Background: an optimization exercise with open tools, aiming at small area, a short achievable clock period and few clock cycles per item. Do not read the settings as production practice. In this exercise RTL edits were held to simulation tests only and were not proved equivalent to the original.

== run C ==
Design rs_mul, start of the top module:
module rs_mul
#(
    parameter int RS_COUNT = 2,
    parameter ROB_DEPTH = 32,
    parameter TAG_LEN = $clog2(ROB_DEPTH) - 1
)(
    input logic clk,
    input logic rst,branch_mispredicted,
    input logic [TAG_LEN:0] cdb_tag1,cdb_tag2, cdb_tag3,cdb_tag4,
    input logic [31:0] cdb_result1,cdb_result2,cdb_result3,cdb_result4,
    input logic update_add,update_rob,update_lsq,update_bp,
    input logic dis_valid,
    input logic [1:0] dis_rs_type,
    input logic [4:0] dis_aluop,
    input logic dis_rs1_rdy, dis_rs2_rdy,
    input logic [TAG_LEN:0] dis_Qj, dis_Qk, dis_rob_num,
    input logic [31:0] dis_rs1_data, dis_rs2_data,
    output logic mul_rdy,mul_full,
    output logic [TAG_LEN:0] rob_num_mul,
    output  logic [31:0] rs1m,rs2m,
    output logic [31:0] result_mul
);
localparam int NE = RS_COUNT;
localparam int IW = (NE > 1) ? $clog2(NE) : 1;
wire flush = rst | branch_mispredicted;
logic [NE-1:0] busy, r1, r2, iss;
logic [2:0]  opc [NE];       
logic [4:0]  q1 [NE], q2 [NE], rob [NE];
logic [31:0] v1 [NE], v2 [NE];
logic          nxt_any;      
logic [IW-1:0] nxt_sel;      
logic        out_valid;
logic [4:0]  out_rob;
logic [31:0] out_res, out_a, out_b;
logic          w_valid, w_div, w_hi, w_neg;
logic [4:0]    w_rob;
logic [31:0]   w_a, w_b;
logic          e_busy;       
logic [IW-1:0] e_idx;
  ...
Size in the first run: about 7500 cells after synthesis, ~560 flip-flops, roughly 0.057 sq mm of cells after synthesis.
clock: 10.0 ns
lec_check: 0
abc_area: 1
cap_margin: 40
core_margin: 2
core_utilization: 40
slew_margin: 40
standard.sh (not shown) runs the stock make flow with config.mk's settings and CLKGATE_MAP_FILE= SYNTH_SCRIPT=/design/flow/synth_recipe.tcl, a recipe that flattens the netlist after the stock synthesis.
==> flow/flow/run.sh <==
#!/bin/bash
set -euo pipefail
B="BUFFER_PORTS_ARGS=-buffer_cell sky130_fd_sc_hd__buf_2"
bash standard.sh synth > flow_synth.log 2>&1
bash standard.sh SETUP_SLACK_MARGIN=6 "$B" cts > flow_cts.log 2>&1
bash standard.sh SETUP_SLACK_MARGIN=5.75 "$B" finish > flow_finish.log 2>&1
Testbench counts of run C, summed over its fixed seeds: cycles 5,196, items 1,840.
--- input diff run C..run A ---
--- a/flow/design.v
+++ b/flow/design.v
@@ -715,13 +715,14 @@
 assign t2a = ksadd(x3s, x3c, ~e_bn);                
 assign t2b = ksadd(tR, D, ~e_bn);                   
 logic qh, ql;
 assign qh = ~t1[36];
 assign ql = qh ? ~t2a[36] : ~t2b[36];
 logic [31:0] rnext;
-assign rnext = qh ? (ql ? t2a[31:0] : t1[31:0]) : (ql ? t2b[31:0] : S[31:0]);
+assign rnext = ({32{qh & ql}} & t2a[31:0]) | ({32{qh & ~ql}} & t1[31:0])
+             | ({32{~qh & ql}} & t2b[31:0]) | ({32{~qh & ~ql}} & S[31:0]);
 logic [6:0] a_sd;
 assign a_sd = {1'b0, e_bla} + {6'd0, e_an} - {1'b0, e_blb};
 logic [5:0] a_s;
 assign a_s = (a_sd[6] | e_dz) ? 6'd0 : {a_sd[5:1], 1'b0};    
 logic [36:0] dsh;
 always_comb begin
@@ -753,86 +754,86 @@
     for (int i = 0; i < NE; i++) begin
         if (alloc[i]) begin
             opc[i] <= dis_opc;
             rob[i] <= dis_rob_num;
             q1[i]  <= dis_Qj;
             q2[i]  <= dis_Qk;
-            v1[i]  <= dval1;
-            v2[i]  <= dval2;
-        end else begin
-            if (!r1[i]) v1[i] <= cv1[i];
-            if (!r2[i]) v2[i] <= cv2[i];
         end
+        v1[i] <= ({32{alloc[i]}} & dval1) | ({32{~alloc[i] & r1[i]}} & v1[i])
+               | ({32{~alloc[i] & ~r1[i]}} & cv1[i]);
+        v2[i] <= ({32{alloc[i]}} & dval2) | ({32{~alloc[i] & r2[i]}} & v2[i])
+               | ({32{~alloc[i] & ~r2[i]}} & cv2[i]);
     end
     r1 <= r1_n;
     r2 <= r2_n;
-    if (w_valid) begin
-        out_res <= w_div ? wdiv : (w_hi ? psum[63:32] : psum[31:0]);
-        out_a   <= w_a;
-        out_b   <= w_b;
-        out_rob <= w_rob;
-    end
+    out_res <= w_div ? wdiv : (w_hi ? psum[63:32] : psum[31:0]);
+    out_a   <= w_a;
+    out_b   <= w_b;
+    out_rob <= w_rob;
     if (e_fr) begin
         w_a   <= xa;
         w_b   <= xb;
         w_rob <= rob[e_idx];
     end
     if (e_fr) e_freed <= 1'b1;
     if (can_issue) e_freed <= 1'b0;
-    if (e_last) begin
-        w_div <= e_div;
-        w_hi  <= e_hi;
-        w_neg <= e_neg;
+    w_div <= e_div;
+    w_hi  <= e_hi;
+    w_neg <= e_neg;
+    if (!e_div) begin
+        S <= dS;
+        C <= dC;
+    end else if (e_align) begin
+        S <= {{32{e_dz}}, M[31:0] + {31'd0, e_an}};
+        C <= {dC[63:37], dsh};
+    end else begin
+        S <= {S[61:32], qh, ql, rnext};
+        C <= {dC[63:37], {2{D[36]}}, D[36:2]};
     end
+    e_bc <= benc(nw);
     if (e_busy) begin
         if (e_div) begin
             if (e_align) begin
-                S <= {{32{e_dz}}, M[31:0] + {31'd0, e_an}};
-                C[36:0] <= dsh;
                 e_cnt <= a_s;
                 e_align <= 1'b0;
             end else begin
-                S <= {S[61:32], qh, ql, rnext};
-                C[36:0] <= {{2{D[36]}}, D[36:2]};
                 e_cnt <= e_cnt - 6'd2;
             end
         end else begin
-            S <= dS;
-            C <= dC;
-            e_bc <= benc(nw);
             e_first <= 1'b0;
             e_cnt <= e_cnt - 6'd1;
         end
     end
+    e_an   <= p_an;
+    e_dz   <= p_dz;
+    e_triv <= p_triv;
+    e_bla  <= p_bla;
+    e_blb  <= p_blb;
     if (can_issue) begin
         e_idx   <= nxt_sel;
         e_div   <= popc[2];
         e_first <= 1'b1;
         e_align <= popc[2];
         if (popc[2]) begin
             M      <= {1'b0, p_amag};
             e_hi   <= ~popc[1];
             e_neg  <= popc[1] ? p_an : ((p_an ^ p_bn) & ~p_dz);
-            e_an   <= p_an;
             e_bn   <= p_bn;
-            e_dz   <= p_dz;
-            e_triv <= p_triv;
-            e_bla  <= p_bla;
-            e_blb  <= p_blb;
         end else begin
             M      <= p_swap ? pY : pX;
             e_cnt  <= {4'b0, p_mn1};
             e_bc   <= p_bc;
             e_swap <= p_swap;
             e_hi   <= (popc[1:0] != 2'b00);
         end
     end
     if (flush) begin
         busy <= '0;
         iss <= '0;
         nxt_any <= 1'b0;
+        nxt_sel <= '0;
         full_r <= 1'b0;
         e_busy <= 1'b0;
         w_valid <= 1'b0;
         out_valid <= 1'b0;
     end else begin
         busy <= busy_n;
==> summary.txt <==
Going from run C to run A, the count of clock-buffer cells in the layout was found to have gone up by 14%. Run A ends up with a critical path depth that is 4 higher than in run C. Summary of run A over run C: highest clock frequency the design can meet higher; highest fanout seen on the critical path lower; number of placement rows lower; post-detailed-route via-to-cell ratio lower. Run A improves on run C in pre-CTS worst setup slack. Comparing run C and run A, the higher share of the final layout cell area in sequential cells is on run C. The run showing the smaller final worst-path setup slack is run C. Run A does worse than run C on global-route wire length before repair.
Testbench counts of run A, summed over its fixed seeds: cycles 5,196, items 1,840.

## separate check: timing with driven ports
In the flow no input, the clock included, has a driving cell. The finished layouts below were timed again as built, in two steps. Step 1 (the two cells are an assumption about what drives the block):
set clk [get_ports {clk}]
set_driving_cell -lib_cell sky130_fd_sc_hd__clkbuf_16 $clk
set_driving_cell -lib_cell sky130_fd_sc_hd__buf_2 [delete_from_list [all_inputs] $clk]
Step 2 times the ports against the registers' clock, not the clock port: input delays grow and output delays shrink by t, the midpoint of the rising clock arrivals with the driver on. Slacks: ideal / step 1 / step 2; pairs: ideal / step 1.
run | t (ns) | setup slack, ns | clock arrival spread, ns
run C | 0.758 | 5.472 / 5.472 / 5.045 | 0.061 / 0.061
run A | 0.781 | 5.662 / 5.662 / 5.077 | 0.044 / 0.044
After both steps every run listed still meets setup and hold. The setup slack of run A, which loses most, moves by 0.000 ns with the drivers and by -0.585 ns with both steps.
